What follows belongs to an exercise in optimizing a design on an open flow for small area, a short achievable clock period and few clock cycles; a production flow would make more cautious choices. Function was checked by simulation only, so behaviour that the tests miss may differ from the original.

==> flow/design.v, too long to show whole: its modules and the start of the top module <==
// module CONVCOR: 730 lines
// module CONVCOR_fa: 6 lines
// module CONVCOR_ha: 6 lines
module CONVCOR(
        clk,
        rst_n,
        in_valid,
        in_a,
        in_b,
        in_mode,
        out_valid,
        out
);
  // ...
==> flow/flow/run.sh <==
#!/bin/bash
# Standard ORFS layout, with repair_timing aiming for extra setup slack so the
# layout is sized for a shorter period than the 12 ns constraint, plain
# buffers on the ports, larger clock sink clusters and no dummy clock loads.
set -euo pipefail
bash standard.sh SETUP_SLACK_MARGIN=8.7 \
  "BUFFER_PORTS_ARGS=-buffer_cell sky130_fd_sc_hd__buf_1" \
  "CTS_ARGS=-sink_clustering_enable -repair_clock_nets -dont_use_dummy_load -sink_clustering_size 24 -sink_clustering_max_diameter 150" \
  finish > flow_standard.log 2>&1
==> flow/standard.sh <==
#!/bin/bash
# synth_recipe.tcl (not shown) runs the flow's synth.tcl, then flattens the netlist and writes it again
# the make line also repeats each setting of config.mk as NAME=value (left out here)
make -C /OpenROAD-flow-scripts/flow DESIGN_CONFIG=/design/flow/config.mk WORK_HOME=/design/flow/orfs CLKGATE_MAP_FILE= SYNTH_SCRIPT=/design/flow/synth_recipe.tcl "${@:-finish}"
==> flow/config.mk <==
export PLATFORM = sky130hd
export DESIGN_NAME = CONVCOR
export DESIGN_NICKNAME = CONVCOR
export VERILOG_FILES = /design/flow/design.v
export SDC_FILE = /design/flow/constraint.sdc
export NUM_CORES = 4
export LEC_CHECK = 0
export ABC_CLOCK_PERIOD_IN_PS = 3300
export CAP_MARGIN = 20
export CORE_MARGIN = 2
export CORE_UTILIZATION = 40
export SLEW_MARGIN = 20
export SYNTH_HIERARCHICAL = 1
==> flow/constraint.sdc <==
create_clock -name core_clock -period 12.0 [get_ports {clk}]
set_input_delay 2.4000 -clock core_clock [delete_from_list [all_inputs] [get_ports {clk}]]
set_output_delay 2.4000 -clock core_clock [all_outputs]
set_load 0.01 [all_outputs]
==> summary.txt, run 1 <==
worst setup margin=8.65 ns; Clock-cell share=1.84%; number of warnings issued by yosys=7; slowest cell delay on critical path=0.34 ns; Well Taps=511; largest net degree at the start of global routing=37; CTS buffer count=13; initial antenna violation count=0; Sink Count=235; met1 WL=15300 um; Post-synth EDFFs=97; routed wl met2=17200 um; root buffer cell=clkbuf_16; Synth Area in XOR/XNOR=2.34%; worst-path maximum fanout=2; die height=200 um; Pins Over Slew Limit=0; status=timing/DRC/antenna clean; Placed Cells=1804; final WL=34500 um; Worst Tran Pin Value=1.09 ns; Clock Path Buffers=3; R2R Setup Slk=8.73 ns; post-route ant nets=0; non-clk buf share=8.24%; DP HPWL=23000 um; Simple-Gate Fraction of Synth Area=12.7%; Worst EP arrival=0.95 ns; DRC Markers=0
Testbench counts, summed over its fixed seeds: cycles 64,050.
==> run 2, diff against run 1 <==
==> flow/flow/run.sh (replaced) <==
#!/bin/bash
# Standard ORFS layout, with repair_timing aiming for extra setup slack so the
# layout is sized for a shorter period than the 12 ns constraint, plain
# buffers on the ports, larger clock sink clusters and no dummy clock loads.
set -euo pipefail
bash standard.sh SETUP_SLACK_MARGIN=8.6 \
  "BUFFER_PORTS_ARGS=-buffer_cell sky130_fd_sc_hd__buf_1" \
  "CTS_ARGS=-sink_clustering_enable -repair_clock_nets -dont_use_dummy_load -sink_clustering_size 24 -sink_clustering_max_diameter 150" \
  finish > flow_standard.log 2>&1
--- a/flow/config.mk
+++ b/flow/config.mk
@@ -5,7 +5,6 @@
 export SDC_FILE = /design/flow/constraint.sdc
 export NUM_CORES = 4
 export LEC_CHECK = 0
-export ABC_CLOCK_PERIOD_IN_PS = 3300
 export CAP_MARGIN = 20
 export CORE_MARGIN = 2
 export CORE_UTILIZATION = 40
==> run 2 against run 1 <==
Still clean on timing, DRC and antenna; wire length fell by 3.1%; fmax fell by 0.26%; non-clock buffer count fell by 45; global-route usage fell by 0.47 points; worst hold slack got worse by 0.018 ns; area after synthesis did not move.
==> summary.txt, run 2 <==
ys flop type=dfxtp_1 (unchanged); worst path bufs/invs=1 (unchanged); minimum clock period=3.36 ns (was 3.35 ns); uppermost routed layer=met4 (unchanged); TritonCTS clock tree=built (unchanged); Clock Path Buffers=3 (unchanged); Synth area leader=fa_1 (unchanged); first-pass GRT wire length=54600 um (was 55700 um); Starting DRT DRC Count=513 (was 493); Die Width=200 um (unchanged); routed wl met2=16400 um (was 17200 um); multi-input logic area=9240 um^2 (was 9300 um^2); DRC Markers=0 (unchanged); most frequent cells after synthesis=fa_1 (240), nand2_1 (204), dfxtp_1 (138) (unchanged); largest net degree at the start of global routing=37 (unchanged); fraction of layout cells with a size suffix above 1=13.5% (was 18.3%); R2R Path End=ti_p9_1 (was out[14]); Post-synth EDFFs=97 (unchanged); met1 WL=14400 um (was 15300 um); Worst Tran Pin Value=1.01 ns (was 1.09 ns); IO Count=73 (unchanged); period utilization=28.0% (about the same); Yosys cell types=51 (unchanged); most frequent cell after synthesis=fa_1 (unchanged); skew final=0.0363 ns (was 0.0417 ns); clock latency on the worst-skew pair=0.50 ns (about the same); Reg2Reg Depth=6 (was 10); Sequential Area=5710 um^2 (was 5720 um^2); Setup crit end=out[13] (was out[35]); synth top area cells=fa_1 (31%), edfxtp_1 (19%), dfxtp_1 (18%), ha_1 (5.1%), nand2_1 (5.0%) (unchanged); initial antenna violation count=1 (was 0); Hold Vio Cnt, Final=0 (unchanged); sequential fraction of the synthesis area=37.0% (unchanged); commonest cells after routing, fill and taps aside=fa_1 (240), nand2_1 (204), dfxtp_1 (109) (was fa_1 (233), nand2_1 (202), dfxtp_1 (99)); most common library cell in the layout ignoring fill and taps=fa_1 (unchanged); number of warnings issued by yosys=7 (unchanged); post-route ant nets=0 (unchanged); GR Overflow Total=0 (unchanged); Sink Count=235 (unchanged); P&R area growth vs syn=10.8% (was 15.3%); Pins Over Slew Limit=0 (unchanged); Mapped Nets=1607 (unchanged); worst hold slack=0.331 ns (was 0.349 ns); Max Fclk=297 MHz (was 298 MHz); synthesized area=15300 um^2 (unchanged); min-delay worst type=reg2reg (unchanged); Fill cells=3504 (was 3481); WL/cell=17.9 um (was 18.0 um); Synth top area share=31.3% (unchanged); largest register by flop count=out (unchanged); routed wl met3=1800 um (was 1400 um); r2r startpoint=xb[12] (was ti_p1_2); All-Layer GR Usage=17.6% (was 18.1%); CP cell instances=buf_2 (was buf_6); final WL=33400 um (was 34500 um); root buffer cell=clkbuf_16 (unchanged); max reg flops=36 (unchanged); Syn Inst Count=1269 (unchanged); syn avg cell area=12.1 um^2 (unchanged); FFs w/ async S/R, synth=0% (unchanged); row count=71 (unchanged); CTS buffer count=13 (unchanged); total core area=37700 um^2 (unchanged); Critical Path RT=9.60 ns (about the same); nets=1700 (was 1745); setup tns final=0 ns (unchanged); unrepaired setup endpoints after global routing=yes (unchanged); H-tree depth=1 (unchanged); Worst EP arrival=0.96 ns (was 0.95 ns); Initial Util=40.7% (unchanged); Vias/cell=5.06 (was 5.07); #FFs+latches synth=235 (unchanged); CP endpoint kind=output pin (unchanged); Worst path depth=1 (unchanged); status=timing/DRC/antenna clean (unchanged); Crit Path Class=reg2out (unchanged); Crit. Startpoint=out[13] (was out[35]); PortBufs=72 (unchanged); CP top delay family=flip-flops (unchanged); die area=39900 um^2 (unchanged); router iterations before antenna repair=5 (unchanged); die height=200 um (unchanged); clock-pin slew on the worst setup and hold paths=0.09 ns (about the same); max_slew headroom=32.6% (was 27.1%); slowest cell delay on critical path=0.34 ns (about the same); R2R Setup Slk=8.67 ns (was 8.73 ns); DP HPWL=23400 um (was 23000 um); Max Cap Viol=0 (unchanged); vias in the first global route=10.3k (was 10.5k); worst-path maximum fanout=2 (unchanged); CP Launch Type=flop (unchanged); GPL Wtd Cong=0.794 (was 0.830); Final Setup Violations=0 (unchanged); crit path max-delay cell type=dfxtp_2 (unchanged); hold buffers post-CTS=0 (unchanged); Via Count=9471 (was 9717)
[run 2: cell count changes in the layout (fill, tap and decap cells not counted), moves of 4 or more]
| cell | change |
|---|---|
| dfxtp_1 | +10 |
| buf_12 | -5 |
| dfxtp_2 | -10 |
| fa_1 | +7 |
| buf_4 | -37 |
| buf_2 | +27 |
| buf_6 | -35 |
| clkbuf_2 | +4 |
| fa_2 | -7 |
[run 2: how the worst min path moves through the flow]
| stage | start | end | slack [ns] | cells past startpoint |
|---|---|---|---|---|
| after CTS | acc | acc2 | 0.33 | 0 |
| after detailed placement | acc | acc2 | 0.31 | 0 |
| after global routing | acc | acc2 | 0.33 | 0 |
| final | acc | acc2 | 0.33 | 0 |
| after global placement | acc | acc2 | 0.32 | 0 |
| after floorplan | acc | acc2 | 0.31 | 0 |
[run 2: kinds of logic after synthesis]
logic type | Yosys count | share of synthesized area [%]
XOR/XNOR | 41 | 2.34
multiplexers | 50 | 3.53
AO/OA/AOI/OAI | 122 | 5.04
AND/OR/NAND/NOR | 403 | 12.7
buffers and inverters | 116 | 2.91
flip-flops | 235 | 37.0
adder cells (fa/ha/maj) | 302 | 36.4
[run 2: layout make-up]
class | count | area share (%)
Antenna cell | 1 | 0.0147
Clock buffer | 13 | 1.91
Inverter | 60 | 1.33
Multi-Input combinational cell | 918 | 54.4
Sequential cell | 235 | 33.6
Tap cell | 511 | 3.76
Timing Repair Buffer | 134 | 4.96
[run 2: per-stage QoR]
step	area, um^2	util, %	setup slack, ns	instances
final	17000	45.1	8.64	1872
after global routing	17000	45.1	8.58	1871
after CTS	16900	44.9	8.60	1868
after floorplan	15300	-	8.61	1269
after global placement	16100	42.7	8.40	1803
after detailed placement	16100	42.7	8.36	1803
[run 2: timing repair]
| item | CTS | global route |
|---|---|---|
| gates resized for setup | 41 | 31 |
| setup buffers | 52 | 3 |
| gates cloned | 0 | 0 |
| endpoints found under the setup margin | 48 | 33 |
| pin swaps | 0 | 6 |
[run 2: Yosys stat by module, one instance, submodules excluded]
module	times used	cells inside	area, um^2
CONVCOR	1	1027	10500
CONVCOR_fa	238	1	20.0
CONVCOR_ha	4	1	12.5
[run 2: routing by layer]
layer,track usage (%),vias up
li1,-,4309
met1,24.0,4833
met2,30.2,291
met3,2.15,38
met4,4.44,0
met5,0,-
==> run 3, diff against run 2 <==
==> flow/flow/run.sh (replaced) <==
#!/bin/bash
# Standard ORFS layout, with repair_timing aiming for extra setup slack so the
# layout is sized for a shorter period than the 12 ns constraint, plain
# buffers on the ports, larger clock sink clusters and no dummy clock loads.
set -euo pipefail
bash standard.sh SETUP_SLACK_MARGIN=8.65 \
  "BUFFER_PORTS_ARGS=-buffer_cell sky130_fd_sc_hd__buf_1" \
  "CTS_ARGS=-sink_clustering_enable -repair_clock_nets -dont_use_dummy_load -sink_clustering_size 24 -sink_clustering_max_diameter 150" \
  finish > flow_standard.log 2>&1
==> run 3 against run 2 <==
Still clean on timing, DRC and antenna; worst hold slack improved by 0.0056 ns; register-to-register slack improved by 0.04 ns; final area rose by 3.5%; sequential share of layout area fell by 1.1 points; core utilization rose by 1.6 points; die area did not move; via count rose by 1.5%; global-route usage rose by 0.17 points; area after synthesis did not move; flip-flop and latch count did not move; critical endpoint is now out[16]; largest cell class unchanged; highest routed layer is now met5.
==> summary.txt, run 3 <==
most common library cell in the layout ignoring fill and taps=fa_1 (unchanged); FFs w/ async S/R, synth=0% (unchanged); Mapped Nets=1607 (unchanged); synth top area cells=fa_1 (31%), edfxtp_1 (19%), dfxtp_1 (18%), ha_1 (5.1%), nand2_1 (5.0%) (unchanged); PortBufs=72 (unchanged); Vias/cell=5.02 (was 5.06); worst setup margin=8.62 ns (was 8.64 ns); Clock Path Buffers=3 (unchanged); fraction of layout cells with a size suffix above 1=17.1% (was 13.5%); Critical Path RT=9.60 ns (about the same); worst path bufs/invs=1 (unchanged); slowest cell delay on critical path=0.36 ns (was 0.34 ns); Via Count=9615 (was 9471); Pins Over Slew Limit=0 (unchanged); Place WS=8.25 ns (was 8.36 ns); most frequent cell after synthesis=fa_1 (unchanged); die area=39900 um^2 (unchanged); Final Util=46.7% (was 45.1%); Starting DRT DRC Count=601 (was 513); die height=200 um (unchanged); H-tree depth=1 (unchanged); synthesized area=15300 um^2 (unchanged); most frequent cells after synthesis=fa_1 (240), nand2_1 (204), dfxtp_1 (138) (unchanged); vias in the first global route=10.3k (about the same); final WL=34000 um (was 33400 um); #FFs+latches synth=235 (unchanged); CP Launch Type=flop (unchanged); sequential fraction of the synthesis area=37.0% (unchanged); DP HPWL=23300 um (was 23400 um); Post-synth EDFFs=97 (unchanged); total core area=37700 um^2 (unchanged); max_slew headroom=35.2% (was 32.6%); Synth area leader=fa_1 (unchanged); initial antenna violation count=1 (unchanged); nets=1743 (was 1700); Worst Tran Pin Value=0.971 ns (was 1.01 ns); worst hold slack=0.337 ns (was 0.331 ns); unrepaired setup endpoints after global routing=yes (unchanged); status=timing/DRC/antenna clean (unchanged); GPL Wtd Cong=0.844 (was 0.794); Die Width=200 um (unchanged); Sink Count=235 (unchanged); WL/cell=17.8 um (was 17.9 um); All-Layer GR Usage=17.8% (was 17.6%); number of warnings issued by yosys=7 (unchanged); Crit Path Class=reg2out (unchanged); IO Count=73 (unchanged); Final Setup Violations=0 (unchanged); GR Overflow Total=0 (unchanged); minimum clock period=3.38 ns (was 3.36 ns); post-route ant nets=0 (unchanged); ys flop type=dfxtp_1 (unchanged); period utilization=28.2% (was 28.0%); Max Cap Viol=0 (unchanged); row count=71 (unchanged); Yosys cell types=51 (unchanged); P&R area growth vs syn=14.8% (was 10.8%); clock-pin slew on the worst setup and hold paths=0.10 ns (was 0.09 ns); Worst EP arrival=0.98 ns (was 0.96 ns); CP cell instances=buf_6 (was buf_2); largest register by flop count=out (unchanged); Antenna diodes=0 (was 1); CP endpoint kind=output pin (unchanged); TritonCTS clock tree=built (unchanged); CP top delay family=flip-flops (unchanged); min-delay worst type=reg2reg (unchanged); clock latency on the worst-skew pair=0.51 ns (was 0.50 ns); skew final=0.0450 ns (was 0.0363 ns); setup tns final=0 ns (unchanged); router iterations before antenna repair=5 (unchanged); crit path max-delay cell type=dfxtp_4 (was dfxtp_2); Hold Vio Cnt, Final=0 (unchanged); root buffer cell=clkbuf_16 (unchanged); Synth top area share=31.3% (unchanged); largest net degree at the start of global routing=37 (unchanged); DRC Markers=0 (unchanged); commonest cells after routing, fill and taps aside=fa_1 (238), nand2_1 (204), dfxtp_1 (102) (was fa_1 (240), nand2_1 (204), dfxtp_1 (109)); worst-path maximum fanout=2 (unchanged); first-pass GRT wire length=54800 um (was 54600 um); Initial Util=40.7% (unchanged); max reg flops=36 (unchanged); Syn Inst Count=1269 (unchanged); syn avg cell area=12.1 um^2 (unchanged); Max Fclk=296 MHz (was 297 MHz); CTS buffer count=13 (unchanged)
[run 3: path summary, 6_finish.rpt]
| kind | endpoint | slack [ns] | cells after the start | start |
|---|---|---|---|---|
| max reg2reg | ti_p9_1 | 8.71 | 7 | xb[15] |
| min | acc2 | 0.34 | 0 | acc |
| max | out[16] | 8.62 | 1 | out[16] |
| min reg2reg | acc2 | 0.34 | 0 | acc |
[run 3: logic make-up (layout without fill, tap and decap cells)]
family,Yosys count,after routing,share of synthesized area [%]
simple gates,403,403,12.7
fa+ha+maj,302,302,36.4
flops,235,235,37.0
compound gates,122,122,5.04
buf+inv,116,250,2.91
mux,50,50,3.53
xor+xnor,41,41,2.34
[run 3: per-layer routing]
| metal | wire length (um) | up-vias | track usage, % |
|---|---|---|---|
| met5 | 11 | - | 0 |
| met4 | 939 | 2 | 4.55 |
| met3 | 1770 | 44 | 2.69 |
| met2 | 16500 | 235 | 30.3 |
| met1 | 14800 | 4949 | 24.0 |
| li1 | - | 4385 | - |
[run 3: layout make-up]
class,count,area (um^2)
Sequential cell,235,5720
Tap cell,511,639
Clock buffer,13,325
Timing Repair Buffer,177,1420
Inverter,60,225
Multi-Input combinational cell,918,9260
Fill cell,3477,20100
[run 3: modules after synthesis, one instance, submodules excluded]
module | cells | flip-flops and latches
CONVCOR_fa | 1 | 0
CONVCOR | 1027 | 235
CONVCOR_ha | 1 | 0
[run 3: stage by stage]
stage	instance area [um^2]	instances
3_5_place_dp	16100	1805
5_1_grt	17600	1914
4_1_cts	17300	1894
2_1_floorplan	15300	1269
3_3_place_gp	16100	1805
6_report	17600	1914
[run 3: what timing repair did]
| item | in CTS | in global routing |
|---|---|---|
| setup endpoints to repair | 55 | 51 |
| hold buffers | 0 | 0 |
| setup buffers | 76 | 19 |
| gates resized for setup | 106 | 17 |
| gates cloned | 0 | 1 |
| pin swaps | 0 | 9 |
==> run 4, diff against run 3 <==
==> flow/flow/run.sh (replaced) <==
#!/bin/bash
# Standard ORFS layout, with repair_timing aiming for extra setup slack so the
# layout is sized for a shorter period than the 12 ns constraint, plain
# buffers on the ports, larger clock sink clusters and no dummy clock loads.
set -euo pipefail
bash standard.sh SETUP_SLACK_MARGIN=8.55 \
  "BUFFER_PORTS_ARGS=-buffer_cell sky130_fd_sc_hd__buf_1" \
  "CTS_ARGS=-sink_clustering_enable -repair_clock_nets -dont_use_dummy_load -sink_clustering_size 24 -sink_clustering_max_diameter 150" \
  finish > flow_standard.log 2>&1
==> run 4 against run 3 <==
Die area stayed put; still clean; flip-flop and latch count unchanged; critical endpoint is now out[24]; fmax fell by 0.70%; synthesized cell count stayed put; critical path depth unchanged; core utilization decreased by 1.9 points; critical path type unchanged.
==> summary.txt, run 4 <==
final WL=33400 um (was 34000 um); Post-synth EDFFs=97 (unchanged); Mapped Nets=1607 (unchanged); Via Count=9483 (was 9615); synthesized area=15300 um^2 (unchanged); CP top delay family=flip-flops (unchanged); max reg flops=36 (unchanged); Synth top area share=31.3% (unchanged); DRC Markers=0 (unchanged); Synth area leader=fa_1 (unchanged); worst hold slack=0.343 ns (was 0.337 ns); slowest cell delay on critical path=0.35 ns (was 0.36 ns); total core area=37700 um^2 (unchanged); Final Setup Violations=0 (unchanged); Final Util=44.8% (was 46.7%); root buffer cell=clkbuf_16 (unchanged); most common library cell in the layout ignoring fill and taps=fa_1 (unchanged); first-pass GRT wire length=54100 um (was 54800 um); router iterations before antenna repair=5 (unchanged); nets=1696 (was 1743); worst hold start=acc (unchanged); CTS buffer count=13 (unchanged); unrepaired setup endpoints after global routing=no (was yes); min-delay worst type=reg2reg (unchanged); Vias/cell=5.08 (was 5.02); CP cell instances=buf_1 (was buf_6); number of warnings issued by yosys=7 (unchanged); crit path max-delay cell type=dfxtp_1 (was dfxtp_4); row count=71 (unchanged); minimum clock period=3.41 ns (was 3.38 ns); Max Cap Viol=0 (unchanged); most frequent cells after synthesis=fa_1 (240), nand2_1 (204), dfxtp_1 (138) (unchanged); CP Launch Type=flop (unchanged); CP endpoint kind=output pin (unchanged); Starting DRT DRC Count=603 (was 601); Initial Util=40.7% (unchanged); WL/cell=17.9 um (was 17.8 um); status=timing/DRC/antenna clean (unchanged); die area=39900 um^2 (unchanged); worst setup margin=8.59 ns (was 8.62 ns); synth top area cells=fa_1 (31%), edfxtp_1 (19%), dfxtp_1 (18%), ha_1 (5.1%), nand2_1 (5.0%) (unchanged); #FFs+latches synth=235 (unchanged); TritonCTS clock tree=built (unchanged); IO Count=73 (unchanged); worst-path maximum fanout=2 (unchanged); Worst EP arrival=1.01 ns (was 0.98 ns); DP HPWL=23400 um (was 23300 um); largest register by flop count=out (unchanged); Hold Vio Cnt, Final=0 (unchanged); sequential fraction of the synthesis area=37.0% (unchanged); fraction of layout cells with a size suffix above 1=10.2% (was 17.1%); Syn Inst Count=1269 (unchanged); Crit. Startpoint=out[24] (was out[16]); worst path bufs/invs=1 (unchanged); PortBufs=72 (unchanged); Clock Path Buffers=3 (unchanged); P&R area growth vs syn=10.1% (was 14.8%); Place WS=8.26 ns (was 8.25 ns); most frequent cell after synthesis=fa_1 (unchanged); clock-pin slew on the worst setup and hold paths=0.09 ns (was 0.10 ns); commonest cells after routing, fill and taps aside=fa_1 (240), nand2_1 (204), dfxtp_1 (132) (was fa_1 (238), nand2_1 (204), dfxtp_1 (102)); Critical Path RT=9.60 ns (about the same); period utilization=28.4% (was 28.2%); ys flop type=dfxtp_1 (unchanged); All-Layer GR Usage=17.6% (was 17.8%); Sink Count=235 (unchanged); H-tree depth=1 (unchanged); largest net degree at the start of global routing=37 (unchanged); GPL Wtd Cong=0.834 (was 0.844); Worst Tran Pin Value=0.973 ns (was 0.971 ns); Antenna diodes=0 (unchanged); vias in the first global route=10.2k (was 10.3k); GR Overflow Total=0 (unchanged); skew final=0.0441 ns (was 0.0450 ns); die height=200 um (unchanged); setup tns final=0 ns (unchanged); Max Fclk=294 MHz (was 296 MHz); max_slew headroom=35.1% (was 35.2%); FFs w/ async S/R, synth=0% (unchanged); clock latency on the worst-skew pair=0.51 ns (about the same); Die Width=200 um (unchanged); syn avg cell area=12.1 um^2 (unchanged); Crit Path Class=reg2out (unchanged); hold buffers post-CTS=0 (unchanged); initial antenna violation count=0 (was 1); r2r startpoint=xb[15] (unchanged); post-route ant nets=0 (unchanged); Yosys cell types=51 (unchanged); Pins Over Slew Limit=0 (unchanged)
-- run 4: cell count changes in the layout (fill, tap and decap cells not counted), sizes merged --
cell and delta:
buf -54, clkbuf +7
-- run 4: path summary, 6_finish.rpt --
check	end	cells after the start	slack (ns)
max	out[24]	1	8.59
min	acc2	0	0.34
max reg2reg	ti_p9_1	6	8.63
min reg2reg	acc2	0	0.34
-- run 4: cell families after synthesis --
| family | Yosys count | synth area share [%] |
|---|---|---|
| adder cells (fa/ha/maj) | 302 | 36.4 |
| buffers and inverters | 116 | 2.91 |
| XOR/XNOR | 41 | 2.34 |
| flip-flops | 235 | 37.0 |
| AND/OR/NAND/NOR | 403 | 12.7 |
| AO/OA/AOI/OAI | 122 | 5.04 |
| multiplexers | 50 | 3.53 |
-- run 4: timing repair --
action	4_1_cts	5_1_grt
pin swaps	0	7
setup endpoints to repair	21	37
gates resized for setup	9	19
buffers inserted	48	2
cloned	0	0
hold endpoints to repair	0	0
-- run 4: per-layer routing --
metal	wire length [um]	global-route usage [%]	up-vias
met1	14200	24.0	4890
met5	0	0	-
met2	16700	30.6	264
met4	654	3.48	0
met3	1840	2.10	39
li1	-	-	4290
-- run 4: cell type report --
type / count / area (um^2)
Clock buffer: 13 / 325
Fill cell: 3570 / 20800
Inverter: 60 / 225
Multi-Input combinational cell: 918 / 9240
Sequential cell: 235 / 5680
Tap cell: 511 / 639
Timing Repair Buffer: 130 / 762
-- run 4: Yosys stat by module, one instance, submodules excluded --
module / copies in the design / cells inside / flops+latches
CONVCOR: 1 / 1027 / 235
CONVCOR_ha: 4 / 1 / 0
CONVCOR_fa: 238 / 1 / 0
-- run 4: per-stage QoR --
step                      cell area (um^2)  instances
after floorplan                      15300       1269
after global placement               16100       1804
after detailed placement             16100       1804
after CTS                            16800       1865
after global routing                 16900       1867
final                                16900       1867
==> run 5, diff against run 4 <==
==> flow/flow/run.sh (replaced) <==
#!/bin/bash
# Standard ORFS layout, with repair_timing aiming for extra setup slack so the
# layout is sized for a shorter period than the 12 ns constraint, plain
# buffers on the ports, larger clock sink clusters and no dummy clock loads.
set -euo pipefail
bash standard.sh SETUP_SLACK_MARGIN=8.7 \
  "BUFFER_PORTS_ARGS=-buffer_cell sky130_fd_sc_hd__buf_1" \
  "CTS_ARGS=-sink_clustering_enable -repair_clock_nets -dont_use_dummy_load -sink_clustering_size 24 -sink_clustering_max_diameter 150 -distance_between_buffers 500 -branching_point_buffers_distance 500" \
  finish > flow_standard.log 2>&1
==> run 5 against run 4 <==
Critical path depth unchanged; flip-flop and latch count unchanged; core utilization up 2.1 points; synthesized cell count unchanged; fmax up 1.6%; final area up 4.7%; critical endpoint is now out[35]; highest routed layer unchanged.
==> summary.txt, run 5 <==
status=timing/DRC/antenna clean (unchanged); worst hold start=acc (unchanged); worst hold slack=0.349 ns (was 0.343 ns); Synth top area share=31.3% (unchanged); Final Util=46.9% (was 44.8%); fraction of layout cells with a size suffix above 1=18.3% (was 10.2%); TritonCTS clock tree=built (unchanged); Die Width=200 um (unchanged); Worst Tran Pin Value=1.09 ns (was 0.973 ns); Clock Path Buffers=3 (unchanged); max_slew headroom=27.1% (was 35.1%); All-Layer GR Usage=18.1% (was 17.6%); design area=17700 um^2 (was 16900 um^2); Yosys cell types=51 (unchanged); setup tns final=0 ns (unchanged); CP endpoint kind=output pin (unchanged); nets=1745 (was 1696); PortBufs=72 (unchanged); most frequent cells after synthesis=fa_1 (240), nand2_1 (204), dfxtp_1 (138) (unchanged); Simple-Gate Fraction of Synth Area=12.7% (unchanged); clock-pin slew on the worst setup and hold paths=0.09 ns (about the same); row count=71 (unchanged); Via Count=9717 (was 9483); period utilization=28.0% (was 28.4%); unrepaired setup endpoints after global routing=yes (was no); placed inst area=16100 um^2 (unchanged); H-tree depth=1 (unchanged); final WL=34500 um (was 33400 um); Post-synth EDFFs=97 (unchanged); CP Launch Type=flop (unchanged); router iterations before antenna repair=5 (unchanged); Antenna diodes=0 (unchanged); DRC Markers=0 (unchanged); max reg flops=36 (unchanged); synth top area cells=fa_1 (31%), edfxtp_1 (19%), dfxtp_1 (18%), ha_1 (5.1%), nand2_1 (5.0%) (unchanged); root buffer cell=clkbuf_16 (unchanged); first-pass GRT wire length=55700 um (was 54100 um); ys flop type=dfxtp_1 (unchanged); Vias/cell=5.07 (was 5.08); Synth Area in Compound Gates=5.04% (unchanged); Initial Util=40.7% (unchanged); syn avg cell area=12.1 um^2 (unchanged); crit path max-delay cell type=dfxtp_2 (was dfxtp_1); vias in the first global route=10.5k (was 10.2k); min-delay worst type=reg2reg (unchanged); initial antenna violation count=0 (unchanged); Crit Path Class=reg2out (unchanged); Reg2Reg Depth=10 (was 6); DP HPWL=23000 um (was 23400 um); slowest cell delay on critical path=0.34 ns (was 0.35 ns); die area=39900 um^2 (unchanged); R2R Setup Slk=8.73 ns (was 8.63 ns); synthesized area=15300 um^2 (unchanged); worst-path maximum fanout=2 (unchanged); worst hold stages=0 (unchanged); Synth area leader=fa_1 (unchanged); P&R area growth vs syn=15.3% (was 10.1%); Mapped Nets=1607 (unchanged); Starting DRT DRC Count=493 (was 603); Sink Count=235 (unchanged); commonest cells after routing, fill and taps aside=fa_1 (233), nand2_1 (202), dfxtp_1 (99) (was fa_1 (240), nand2_1 (204), dfxtp_1 (132)); Hold Vio Cnt, Final=0 (unchanged); largest net degree at the start of global routing=37 (unchanged); post-synthesis mux area share=3.53% (unchanged); sequential fraction of the synthesis area=37.0% (unchanged); Pins Over Slew Limit=0 (unchanged); CP cell instances=buf_6 (was buf_1); R2R Path End=out[14] (was ti_p9_1); worst path bufs/invs=1 (unchanged); most frequent cell after synthesis=fa_1 (unchanged); #FFs+latches synth=235 (unchanged); Final Setup Violations=0 (unchanged); GR Overflow Total=0 (unchanged); adder-cell area share of the yosys netlist=36.4% (unchanged); Critical Path RT=9.60 ns (about the same); skew final=0.0417 ns (was 0.0441 ns); WL/cell=18.0 um (was 17.9 um); total core area=37700 um^2 (unchanged); r2r startpoint=ti_p1_2 (was xb[15]); largest family of logic cells by synthesized area=adder cells (unchanged); most common library cell in the layout ignoring fill and taps=fa_1 (unchanged); FFs w/ async S/R, synth=0% (unchanged); post-route ant nets=0 (unchanged); CTS buffer count=13 (unchanged); Max Cap Viol=0 (unchanged); die height=200 um (unchanged); clock latency on the worst-skew pair=0.50 ns (was 0.51 ns); CP top delay family=flip-flops (unchanged); Worst EP arrival=0.95 ns (was 1.01 ns); Max Fclk=298 MHz (was 294 MHz); Synth Area in XOR/XNOR=2.34% (unchanged); hold buffers post-CTS=0 (unchanged); Syn Inst Count=1269 (unchanged); IO Count=73 (unchanged); GPL Wtd Cong=0.830 (was 0.834); largest register by flop count=out (unchanged); Hold EP=acc2 (unchanged); number of warnings issued by yosys=7 (unchanged); minimum clock period=3.35 ns (was 3.41 ns)
## run 5: worst max path at each step
stage	start	endpoint	slack, ns	cells past startpoint
2_1_floorplan	xa[4]	ti_p9_1	8.68	7
3_3_place_gp	in_mode	xb[6]	7.94	5
3_5_place_dp	in_mode	xb[5]	8.23	5
4_1_cts	out[17]	out[17]	8.63	1
5_1_grt	ti_p1_2	out[10]	8.61	10
6_report	out[35]	out[35]	8.65	1
## run 5: cell families (layout without fill, tap and decap cells)
| group | Yosys count | count (layout) |
|---|---|---|
| xor+xnor | 41 | 41 |
| simple gates | 403 | 403 |
| flops | 235 | 235 |
| fa+ha+maj | 302 | 302 |
| mux | 50 | 50 |
| buf+inv | 116 | 252 |
| compound gates | 122 | 122 |
## run 5: metrics by stage
step	instances	setup WS (ns)
floorplan	1269	8.68
global placement	1803	7.94
detailed placement	1804	8.23
CTS	1903	8.63
global route	1916	8.61
finish	1916	8.65
## run 5: repair_timing
item	4_1_cts	5_1_grt
setup buffers	86	12
cloned	0	1
resized for setup	112	36
endpoints found under the setup margin	57	67
pin swaps	2	22
## run 5: cell type report
| class | count | area, um^2 |
|---|---|---|
| Multi-Input combinational cell | 918 | 9300 |
| Tap cell | 511 | 639 |
| Clock buffer | 13 | 325 |
| Sequential cell | 235 | 5720 |
| Inverter | 60 | 225 |
| Timing Repair Buffer | 179 | 1460 |
| Fill cell | 3481 | 20000 |
## run 5: modules after synthesis (local to each module, per instance)
| module | flops+latches | cells inside | cell area, um^2 |
|---|---|---|---|
| CONVCOR | 235 | 1027 | 10500 |
| CONVCOR_fa | 0 | 1 | 20.0 |
| CONVCOR_ha | 0 | 1 | 12.5 |
## run 5: metal layers
metal | up-vias | GRT usage [%] | share of wire (%)
met3 | 38 | 2.13 | 4.1
li1 | 4386 | - | -
met2 | 252 | 31.2 | 50
met5 | - | 0 | 0
met1 | 5041 | 24.8 | 44
met4 | 0 | 3.70 | 1.8
==> run 6, diff against run 5 <==
==> flow/flow/run.sh (replaced) <==
#!/bin/bash
# Standard ORFS layout, with repair_timing aiming for extra setup slack so the
# layout is sized for a shorter period than the 12 ns constraint, plain
# buffers on the ports, larger clock sink clusters and no dummy clock loads.
set -euo pipefail
bash standard.sh SETUP_SLACK_MARGIN=8.7 \
  "BUFFER_PORTS_ARGS=-buffer_cell sky130_fd_sc_hd__buf_1" \
  "CTS_ARGS=-sink_clustering_enable -dont_use_dummy_load -sink_clustering_size 24 -sink_clustering_max_diameter 150 -distance_between_buffers 500 -branching_point_buffers_distance 500" \
  finish > flow_standard.log 2>&1
==> run 6 against run 5 <==
Sequential share of layout area unchanged; final area unchanged; first-iteration DRC count unchanged.
==> summary.txt, run 6 <==
R2R Path End=out[14] (unchanged); total core area=37700 um^2 (unchanged); ys flop type=dfxtp_1 (unchanged); Synth top area share=31.3% (unchanged); DRC Markers=0 (unchanged); Via Count=9717 (unchanged); design area=17700 um^2 (unchanged); Die Width=200 um (unchanged); status=timing/DRC/antenna clean (unchanged); clock latency on the worst-skew pair=0.50 ns (about the same); hold buffers post-CTS=0 (unchanged); die height=200 um (unchanged); clock-pin slew on the worst setup and hold paths=0.09 ns (about the same); max reg flops=36 (unchanged); Starting DRT DRC Count=493 (unchanged); syn avg cell area=12.1 um^2 (unchanged); Synth area leader=fa_1 (unchanged); placed inst area=16100 um^2 (unchanged); Hold Vio Cnt, Final=0 (unchanged); H-tree depth=1 (unchanged); worst hold start=acc (unchanged); Vias/cell=5.07 (unchanged); R2R Setup Slk=8.73 ns (about the same); period utilization=28.0% (unchanged); P&R area growth vs syn=15.3% (unchanged); Syn Inst Count=1269 (unchanged); All-Layer GR Usage=18.1% (unchanged); PortBufs=72 (unchanged); Antenna diodes=0 (unchanged); largest register by flop count=out (unchanged); min-delay worst type=reg2reg (unchanged); CP top delay family=flip-flops (unchanged); skew final=0.0417 ns (unchanged); largest net degree at the start of global routing=37 (unchanged); TritonCTS clock tree=built (unchanged); sequential fraction of the synthesis area=37.0% (unchanged); max_slew headroom=27.1% (unchanged); worst hold slack=0.349 ns (unchanged); Pins Over Slew Limit=0 (unchanged); CP Launch Type=flop (unchanged); Worst EP arrival=0.95 ns (about the same); final WL=34500 um (unchanged); most frequent cell after synthesis=fa_1 (unchanged); CTS buffer count=13 (unchanged); GPL Wtd Cong=0.830 (unchanged); Post-synth EDFFs=97 (unchanged); synthesized area=15300 um^2 (unchanged); root buffer cell=clkbuf_16 (unchanged); FFs w/ async S/R, synth=0% (unchanged); Yosys cell types=51 (unchanged); router iterations before antenna repair=5 (unchanged); DP HPWL=23000 um (unchanged); IO Count=73 (unchanged); initial antenna violation count=0 (unchanged); Final Setup Violations=0 (unchanged); r2r startpoint=ti_p1_2 (unchanged); most frequent cells after synthesis=fa_1 (240), nand2_1 (204), dfxtp_1 (138) (unchanged); minimum clock period=3.35 ns (unchanged); slowest cell delay on critical path=0.34 ns (about the same); unrepaired setup endpoints after global routing=yes (unchanged); Worst Tran Pin Value=1.09 ns (unchanged); Hold EP=acc2 (unchanged); number of warnings issued by yosys=7 (unchanged); Critical Path RT=9.60 ns (about the same); synth top area cells=fa_1 (31%), edfxtp_1 (19%), dfxtp_1 (18%), ha_1 (5.1%), nand2_1 (5.0%) (unchanged); worst-path maximum fanout=2 (unchanged); GR Overflow Total=0 (unchanged); setup tns final=0 ns (unchanged); worst path bufs/invs=1 (unchanged); worst hold stages=0 (unchanged); Crit Path Class=reg2out (unchanged); Sink Count=235 (unchanged); Reg2Reg Depth=10 (unchanged); die area=39900 um^2 (unchanged); commonest cells after routing, fill and taps aside=fa_1 (233), nand2_1 (202), dfxtp_1 (99) (unchanged); Initial Util=40.7% (unchanged); Max Cap Viol=0 (unchanged); CP endpoint kind=output pin (unchanged); WL/cell=18.0 um (unchanged); fraction of layout cells with a size suffix above 1=18.3% (unchanged); Mapped Nets=1607 (unchanged); first-pass GRT wire length=55700 um (unchanged); row count=71 (unchanged); Clock Path Buffers=3 (unchanged); nets=1745 (unchanged); vias in the first global route=10.5k (unchanged); post-route ant nets=0 (unchanged); Max Fclk=298 MHz (unchanged); most common library cell in the layout ignoring fill and taps=fa_1 (unchanged); crit path max-delay cell type=dfxtp_2 (unchanged); Fill cells=3481 (unchanged); #FFs+latches synth=235 (unchanged); CP cell instances=buf_6 (unchanged)
==> run 6: metrics by stage <==
step                util (%)  std cells  setup WS [ns]
global route            46.9       1916           8.61
finish                  46.9       1916           8.65
floorplan                  -       1269           8.68
global placement        42.7       1803           7.94
CTS                     46.3       1903           8.63
detailed placement      42.7       1804           8.23
==> run 6: area by class of cell <==
class / instances / area, um^2 / share of cell area (%)
tap: 511 / 639 / 3.62
sequential: 235 / 5720 / 32.4
timing repair buffer: 179 / 1460 / 8.24
multi-input combinational: 918 / 9300 / 52.6
inverter: 60 / 225 / 1.27
clock buffer: 13 / 325 / 1.84
==> run 6: timing repair <==
item                                    in CTS  in global routing
hold endpoints to repair                     0                  0
resized for setup                          112                 36
gates cloned                                 0                  1
pin swaps                                    2                 22
buffers inserted                            86                 12
endpoints found under the setup margin      57                 67
==> run 6: cells by family after synthesis <==
logic type / after synthesis / share of synthesized area (%)
and+or+nand+nor: 403 / 12.7
adders and majority gates: 302 / 36.4
DFF: 235 / 37.0
buffers and inverters: 116 / 2.91
muxes: 50 / 3.53
AOI/OAI and AO/OA: 122 / 5.04
xor gates and xnor gates: 41 / 2.34
==> run 6: routing by layer <==
layer | vias up | track usage [%] | part of all wire (%)
li1 | 4386 | - | -
met1 | 5041 | 24.8 | 44
met5 | - | 0 | 0
met4 | 0 | 3.70 | 1.8
met2 | 252 | 31.2 | 50
met3 | 38 | 2.13 | 4.1
==> run 6: how the worst max path moves through the flow <==
stage                  from  cells past startpoint  slack (ns)       to
floorplan             xa[4]                      7        8.68  ti_p9_1
global placement    in_mode                      5        7.94    xb[6]
detailed placement  in_mode                      5        8.23    xb[5]
CTS                 out[17]                      1        8.63  out[17]
global route        ti_p1_2                     10        8.61  out[10]
finish              out[35]                      1        8.65  out[35]
==> run 6: modules after synthesis, one instance, submodules excluded <==
module / flip-flops and latches / cells inside / times used / area (um^2)
CONVCOR_ha: 0 / 1 / 4 / 12.5
CONVCOR_fa: 0 / 1 / 238 / 20.0
CONVCOR: 235 / 1027 / 1 / 10500
==> run 7, diff against run 6 <==
==> flow/flow/run.sh (replaced) <==
#!/bin/bash
# Standard ORFS layout, with repair_timing aiming for extra setup slack so the
# layout is sized for a shorter period than the 12 ns constraint, plain
# buffers on the ports, larger clock sink clusters and no dummy clock loads.
set -euo pipefail
bash standard.sh SETUP_SLACK_MARGIN=8.7 \
  "BUFFER_PORTS_ARGS=-buffer_cell sky130_fd_sc_hd__buf_1" \
  "CTS_ARGS=-sink_clustering_enable -repair_clock_nets -dont_use_dummy_load -sink_clustering_size 24 -sink_clustering_max_diameter 150 -sink_clustering_levels 1" \
  finish > flow_standard.log 2>&1
==> run 7 against run 6 <==
Via count stayed put; core utilization stayed put; still clean; highest routed layer unchanged; final area stayed put; largest cell class unchanged; fmax stayed put.
==> summary.txt, run 7 <==
Pins Over Slew Limit=0 (unchanged); Die Width=200 um (unchanged); nets=1745 (unchanged); CTS buffer count=13 (unchanged); post-route ant nets=0 (unchanged); number of warnings issued by yosys=7 (unchanged); DRC Markers=0 (unchanged); final WL=34500 um (unchanged); die height=200 um (unchanged); WL/cell=18.0 um (unchanged); status=timing/DRC/antenna clean (unchanged); crit path max-delay cell type=dfxtp_2 (unchanged); CP Launch Type=flop (unchanged); H-tree depth=1 (unchanged); max reg flops=36 (unchanged); IO Count=73 (unchanged); multi-input logic area=9300 um^2 (unchanged); Final Util=46.9% (unchanged); most common library cell in the layout ignoring fill and taps=fa_1 (unchanged); ys flop type=dfxtp_1 (unchanged); Antenna diodes=0 (unchanged); P&R area growth vs syn=15.3% (unchanged); Synth top area share=31.3% (unchanged); synth top area cells=fa_1 (31%), edfxtp_1 (19%), dfxtp_1 (18%), ha_1 (5.1%), nand2_1 (5.0%) (unchanged); largest net degree at the start of global routing=37 (unchanged); minimum clock period=3.35 ns (unchanged); Yosys cell types=51 (unchanged); Crit Path Class=reg2out (unchanged); Final Setup Violations=0 (unchanged); worst-path maximum fanout=2 (unchanged); Synth area leader=fa_1 (unchanged); sequential fraction of the synthesis area=37.0% (unchanged); commonest cells after routing, fill and taps aside=fa_1 (233), nand2_1 (202), dfxtp_1 (99) (unchanged); setup tns final=0 ns (unchanged); Via Count=9717 (unchanged); most frequent cells after synthesis=fa_1 (240), nand2_1 (204), dfxtp_1 (138) (unchanged); worst hold slack=0.349 ns (unchanged); row count=71 (unchanged); Mapped Nets=1607 (unchanged); Max Fclk=298 MHz (unchanged); die area=39900 um^2 (unchanged); router iterations before antenna repair=5 (unchanged); largest register by flop count=out (unchanged); Vias/cell=5.07 (unchanged); All-Layer GR Usage=18.1% (unchanged); clock-pin slew on the worst setup and hold paths=0.09 ns (about the same); root buffer cell=clkbuf_16 (unchanged); design area=17700 um^2 (unchanged); FFs w/ async S/R, synth=0% (unchanged); synthesized area=15300 um^2 (unchanged); total core area=37700 um^2 (unchanged); Syn Inst Count=1269 (unchanged); slowest cell delay on critical path=0.34 ns (about the same); clock latency on the worst-skew pair=0.50 ns (about the same); vias in the first global route=10.5k (unchanged); #FFs+latches synth=235 (unchanged); Critical Path RT=9.60 ns (about the same); PortBufs=72 (unchanged); Fill cells=3481 (unchanged); Sink Count=235 (unchanged); Initial Util=40.7% (unchanged); most frequent cell after synthesis=fa_1 (unchanged); min-delay worst type=reg2reg (unchanged); fraction of layout cells with a size suffix above 1=18.3% (unchanged); placed inst area=16100 um^2 (unchanged); GPL Wtd Cong=0.830 (unchanged); Clock Path Buffers=3 (unchanged); Max Cap Viol=0 (unchanged); GR Overflow Total=0 (unchanged); CP endpoint kind=output pin (unchanged); Hold Vio Cnt, Final=0 (unchanged); Starting DRT DRC Count=493 (unchanged); first-pass GRT wire length=55700 um (unchanged); unrepaired setup endpoints after global routing=yes (unchanged); Sequential Area=5720 um^2 (unchanged); worst path bufs/invs=1 (unchanged); period utilization=28.0% (unchanged); CP top delay family=flip-flops (unchanged); syn avg cell area=12.1 um^2 (unchanged); Worst Tran Pin Value=1.09 ns (unchanged); max_slew headroom=27.1% (unchanged); Post-synth EDFFs=97 (unchanged); CP cell instances=buf_6 (unchanged); TritonCTS clock tree=built (unchanged); skew final=0.0417 ns (unchanged); initial antenna violation count=0 (unchanged); DP HPWL=23000 um (unchanged); Worst EP arrival=0.95 ns (about the same)
-- run 7: cell counts after synthesis --
Identical to the previous run, type by type.
-- run 7: repair_timing --
action | 4_1_cts | 5_1_grt
setup endpoints to repair | 57 | 67
pin swaps | 2 | 22
buffers inserted | 86 | 12
gates resized for setup | 112 | 36
gates cloned | 0 | 1
hold buffers | 0 | 0
-- run 7: path summary, 6_finish.rpt --
check | slack, ns | startpoint | endpoint | cells after the start
setup / recovery | 8.65 | out[35] | out[35] | 1
hold / removal | 0.35 | acc | acc2 | 0
setup reg to reg | 8.73 | ti_p1_2 | out[14] | 10
hold reg to reg | 0.35 | acc | acc2 | 0
-- run 7: final cells by class --
| cell class | instances | share of cell area (%) |
|---|---|---|
| Sequential cell | 235 | 32.4 |
| Multi-Input combinational cell | 918 | 52.6 |
| Timing Repair Buffer | 179 | 8.24 |
| Tap cell | 511 | 3.62 |
| Clock buffer | 13 | 1.84 |
| Inverter | 60 | 1.27 |
-- run 7: worst register-to-register path, cell delays in order (launching register included) --
cell and delay [ns]:
dfxtp_2 0.34, fa_1 0.55, fa_2 0.47, buf_4 0.16
fa_1 0.45, a21oi_1 0.21, o21ai_1 0.14, a21oi_2 0.27
nor2_1 0.12, or4_1 0.41, o211ai_1 0.11
-- run 7: cells by family after synthesis --
kind of cell               after synthesis  share of synthesized area, %
buffers and inverters                  116                          2.91
adders and majority gates              302                          36.4
xor gates and xnor gates                41                          2.34
DFF                                    235                          37.0
muxes                                   50                          3.53
and+or+nand+nor                        403                          12.7
AOI/OAI and AO/OA                      122                          5.04
-- run 7: layer usage --
| metal | vias to the layer above | global-route usage [%] | share of wire (%) |
|---|---|---|---|
| met2 | 252 | 31.2 | 50 |
| li1 | 4386 | - | - |
| met4 | 0 | 3.70 | 1.8 |
| met3 | 38 | 2.13 | 4.1 |
| met5 | - | 0 | 0 |
| met1 | 5041 | 24.8 | 44 |
-- run 7: modules after synthesis, one instance, submodules excluded --
module      area [um^2]  cells inside  flops+latches  copies in the design
CONVCOR           10500          1027            235                     1
CONVCOR_fa         20.0             1              0                   238
CONVCOR_ha         12.5             1              0                     4
-- run 7: through the flow --
step                worst slack [ns]  std cells
floorplan                       8.68       1269
global placement                7.94       1803
detailed placement              8.23       1804
CTS                             8.63       1903
global route                    8.61       1916
finish                          8.65       1916
==> run 8, diff against run 7 <==
--- a/flow/flow/run.sh
+++ b/flow/flow/run.sh
@@ -5,5 +5,5 @@
 set -euo pipefail
 bash standard.sh SETUP_SLACK_MARGIN=8.7 \
   "BUFFER_PORTS_ARGS=-buffer_cell sky130_fd_sc_hd__buf_1" \
-  "CTS_ARGS=-sink_clustering_enable -repair_clock_nets -dont_use_dummy_load -sink_clustering_size 24 -sink_clustering_max_diameter 150 -sink_clustering_levels 1" \
+  "CTS_ARGS=-sink_clustering_enable -repair_clock_nets -dont_use_dummy_load -sink_clustering_size 24 -sink_clustering_max_diameter 150 -num_static_layers 1" \
   finish > flow_standard.log 2>&1
==> run 8 against run 7 <==
Via count shrank 0.37%; worst hold slack gained 0.00071 ns; fmax rose by 0.13%; register-to-register slack barely moved; global-route usage barely moved; area after synthesis unchanged; core utilization unchanged; critical path type unchanged.
==> summary.txt, run 8 <==
R2R Path End=out[14] (unchanged); worst path bufs/invs=1 (unchanged); Worst EP arrival=0.95 ns (about the same); crit path max-delay cell type=dfxtp_2 (unchanged); most common library cell in the layout ignoring fill and taps=fa_1 (unchanged); fraction of layout cells with a size suffix above 1=18.3% (unchanged); row count=71 (unchanged); unrepaired setup endpoints after global routing=yes (unchanged); Reg2Reg Depth=10 (unchanged); DP HPWL=23000 um (unchanged); Antenna diodes=0 (unchanged); Final Setup Violations=0 (unchanged); Max Fclk=299 MHz (was 298 MHz); Synth top area share=31.3% (unchanged); clock-pin slew on the worst setup and hold paths=0.09 ns (about the same); Max Cap Viol=0 (unchanged); Vias/cell=5.05 (was 5.07); slowest cell delay on critical path=0.34 ns (about the same); final WL=34500 um (about the same); period utilization=27.9% (was 28.0%); All-Layer GR Usage=18.1% (about the same); CP endpoint kind=output pin (unchanged); TritonCTS clock tree=built (unchanged); Pins Over Slew Limit=0 (unchanged); syn avg cell area=12.1 um^2 (unchanged); Worst Tran Pin Value=1.09 ns (about the same); Sink Count=235 (unchanged); Hold EP=acc2 (unchanged); multi-input logic area=9300 um^2 (unchanged); setup tns final=0 ns (unchanged); hold buffers post-CTS=0 (unchanged); Syn Inst Count=1269 (unchanged); Post-synth EDFFs=97 (unchanged); FFs w/ async S/R, synth=0% (unchanged); Place WS=8.23 ns (unchanged); Yosys cell types=51 (unchanged); min-delay worst type=reg2reg (unchanged); Fill cells=3483 (was 3481); sequential fraction of the synthesis area=37.0% (unchanged); max_slew headroom=27.3% (was 27.1%); #FFs+latches synth=235 (unchanged); PortBufs=72 (unchanged); CP cell instances=buf_6 (unchanged); Initial Util=40.7% (unchanged); r2r startpoint=ti_p1_2 (unchanged); commonest cells after routing, fill and taps aside=fa_1 (233), nand2_1 (202), dfxtp_1 (99) (unchanged); synthesized area=15300 um^2 (unchanged); CP Launch Type=flop (unchanged); DRC Markers=0 (unchanged); most frequent cells after synthesis=fa_1 (240), nand2_1 (204), dfxtp_1 (138) (unchanged); Via Count=9681 (was 9717); Die Width=200 um (unchanged); nets=1745 (unchanged); largest net degree at the start of global routing=37 (unchanged); largest register by flop count=out (unchanged); clock latency on the worst-skew pair=0.50 ns (about the same); most frequent cell after synthesis=fa_1 (unchanged); Mapped Nets=1607 (unchanged); Crit. Startpoint=out[12] (was out[35]); synth top area cells=fa_1 (31%), edfxtp_1 (19%), dfxtp_1 (18%), ha_1 (5.1%), nand2_1 (5.0%) (unchanged); Synth area leader=fa_1 (unchanged); total core area=37700 um^2 (unchanged); worst hold start=acc (unchanged); first-pass GRT wire length=55700 um (unchanged); die height=200 um (unchanged); H-tree depth=1 (unchanged); WL/cell=18.0 um (about the same); Sequential Area=5720 um^2 (unchanged); CTS buffer count=13 (unchanged); GR Overflow Total=0 (unchanged); Hold Vio Cnt, Final=0 (unchanged); minimum clock period=3.35 ns (about the same); worst-path maximum fanout=2 (unchanged); vias in the first global route=10.5k (about the same); Clock Path Buffers=3 (unchanged); Crit Path Class=reg2out (unchanged); number of warnings issued by yosys=7 (unchanged); worst hold stages=0 (unchanged); P&R area growth vs syn=15.3% (unchanged); root buffer cell=clkbuf_16 (unchanged); initial antenna violation count=0 (unchanged); IO Count=73 (unchanged); post-route ant nets=0 (unchanged); R2R Setup Slk=8.74 ns (was 8.73 ns); Starting DRT DRC Count=489 (was 493); skew final=0.0384 ns (was 0.0417 ns); Critical Path RT=9.60 ns (about the same); router iterations before antenna repair=5 (unchanged); worst setup margin=8.65 ns (about the same); die area=39900 um^2 (unchanged); status=timing/DRC/antenna clean (unchanged); max reg flops=36 (unchanged); ys flop type=dfxtp_1 (unchanged); CP top delay family=flip-flops (unchanged); GPL Wtd Cong=0.830 (unchanged)
## run 8: cell counts in the layout (fill, tap and decap cells not counted)
No cell type changed its count.
## run 8: worst max path at each step
stage | to | slack, ns | cells past startpoint
3_3_place_gp | xb[6] | 7.94 | 5
3_5_place_dp | xb[5] | 8.23 | 5
4_1_cts | out[17] | 8.63 | 1
2_1_floorplan | ti_p9_1 | 8.68 | 7
5_1_grt | out[10] | 8.61 | 10
6_report | out[12] | 8.65 | 1
## run 8: final cells by class
| cell class | instances | share of cell area, % |
|---|---|---|
| Multi-Input combinational cell | 918 | 52.6 |
| Sequential cell | 235 | 32.4 |
| Timing Repair Buffer | 179 | 8.24 |
| Tap cell | 511 | 3.62 |
| Clock buffer | 13 | 1.84 |
| Inverter | 60 | 1.27 |
## run 8: timing repair
| item | CTS | global route |
|---|---|---|
| gates resized for setup | 112 | 36 |
| endpoints found under the setup margin | 57 | 67 |
| gates cloned | 0 | 1 |
| buffers inserted | 86 | 12 |
| hold endpoints to repair | 0 | 0 |
| pin swaps | 2 | 22 |
## run 8: metrics by stage
stage / cells / hold WS (ns) / area [um^2] / utilization, %
final: 1916 / 0.350 / 17700 / 46.9
after global routing: 1916 / 0.367 / 17700 / 46.9
after CTS: 1903 / 0.352 / 17400 / 46.3
after detailed placement: 1804 / 0.317 / 16100 / 42.7
after global placement: 1803 / 0.319 / 16100 / 42.7
after floorplan: 1269 / 0.310 / 15300 / -
## run 8: Yosys stat by module (local to each module, per instance)
module / copies in the design / cell area [um^2] / cells inside
CONVCOR_ha: 4 / 12.5 / 1
CONVCOR: 1 / 10500 / 1027
CONVCOR_fa: 238 / 20.0 / 1
## run 8: kinds of logic after synthesis
family | Yosys count | synth area share, %
fa+ha+maj | 302 | 36.4
compound gates | 122 | 5.04
buf+inv | 116 | 2.91
flops | 235 | 37.0
xor+xnor | 41 | 2.34
mux | 50 | 3.53
simple gates | 403 | 12.7
## run 8: routing by layer
metal,global-route usage (%),vias up,wire length [um]
li1,-,4387,-
met1,24.8,5022,15100
met2,31.1,233,17000
met3,2.30,39,1580
met4,3.81,0,727
met5,0,-,0

## separate check: timing with driven ports
How much do the figures lean on ideal ports? The routed layouts below were timed once more, with nothing changed but the port constraints. Step 1 (the two cells are an assumption about what drives the block):
set clk [get_ports {clk}]
set_driving_cell -lib_cell sky130_fd_sc_hd__clkbuf_16 $clk
set_driving_cell -lib_cell sky130_fd_sc_hd__buf_2 [delete_from_list [all_inputs] $clk]
Step 2 adds t to the input delays and takes it off the output delays; t is the mean of the earliest and latest rising clock arrival at the registers after step 1. Input paths then give back, and output paths get back, about the clock's delay inside the block. Slacks: no drivers / after step 1 / after step 2; pairs: no drivers / after step 1.
run | t, ns | setup WS [ns] | worst register clock-pin slew, ns
run 1 | 0.532 | 8.646 / 8.595 / 8.488 | 0.10 / 0.10
run 2 | 0.532 | 8.637 / 8.587 / 8.612 | 0.10 / 0.10
run 3 | 0.538 | 8.617 / 8.566 / 8.489 | 0.10 / 0.10
run 4 | 0.534 | 8.593 / 8.543 / 8.305 | 0.10 / 0.10
run 5 | 0.532 | 8.646 / 8.595 / 8.488 | 0.10 / 0.10
run 6 | 0.532 | 8.646 / 8.595 / 8.488 | 0.10 / 0.10
run 7 | 0.532 | 8.646 / 8.595 / 8.488 | 0.10 / 0.10
run 8 | 0.532 | 8.650 / 8.598 / 8.486 | 0.11 / 0.11
After both steps setup and hold are still met in every run listed. The setup slack of run 4, which loses most, moves by -0.050 ns with the drivers and by -0.288 ns with both steps.
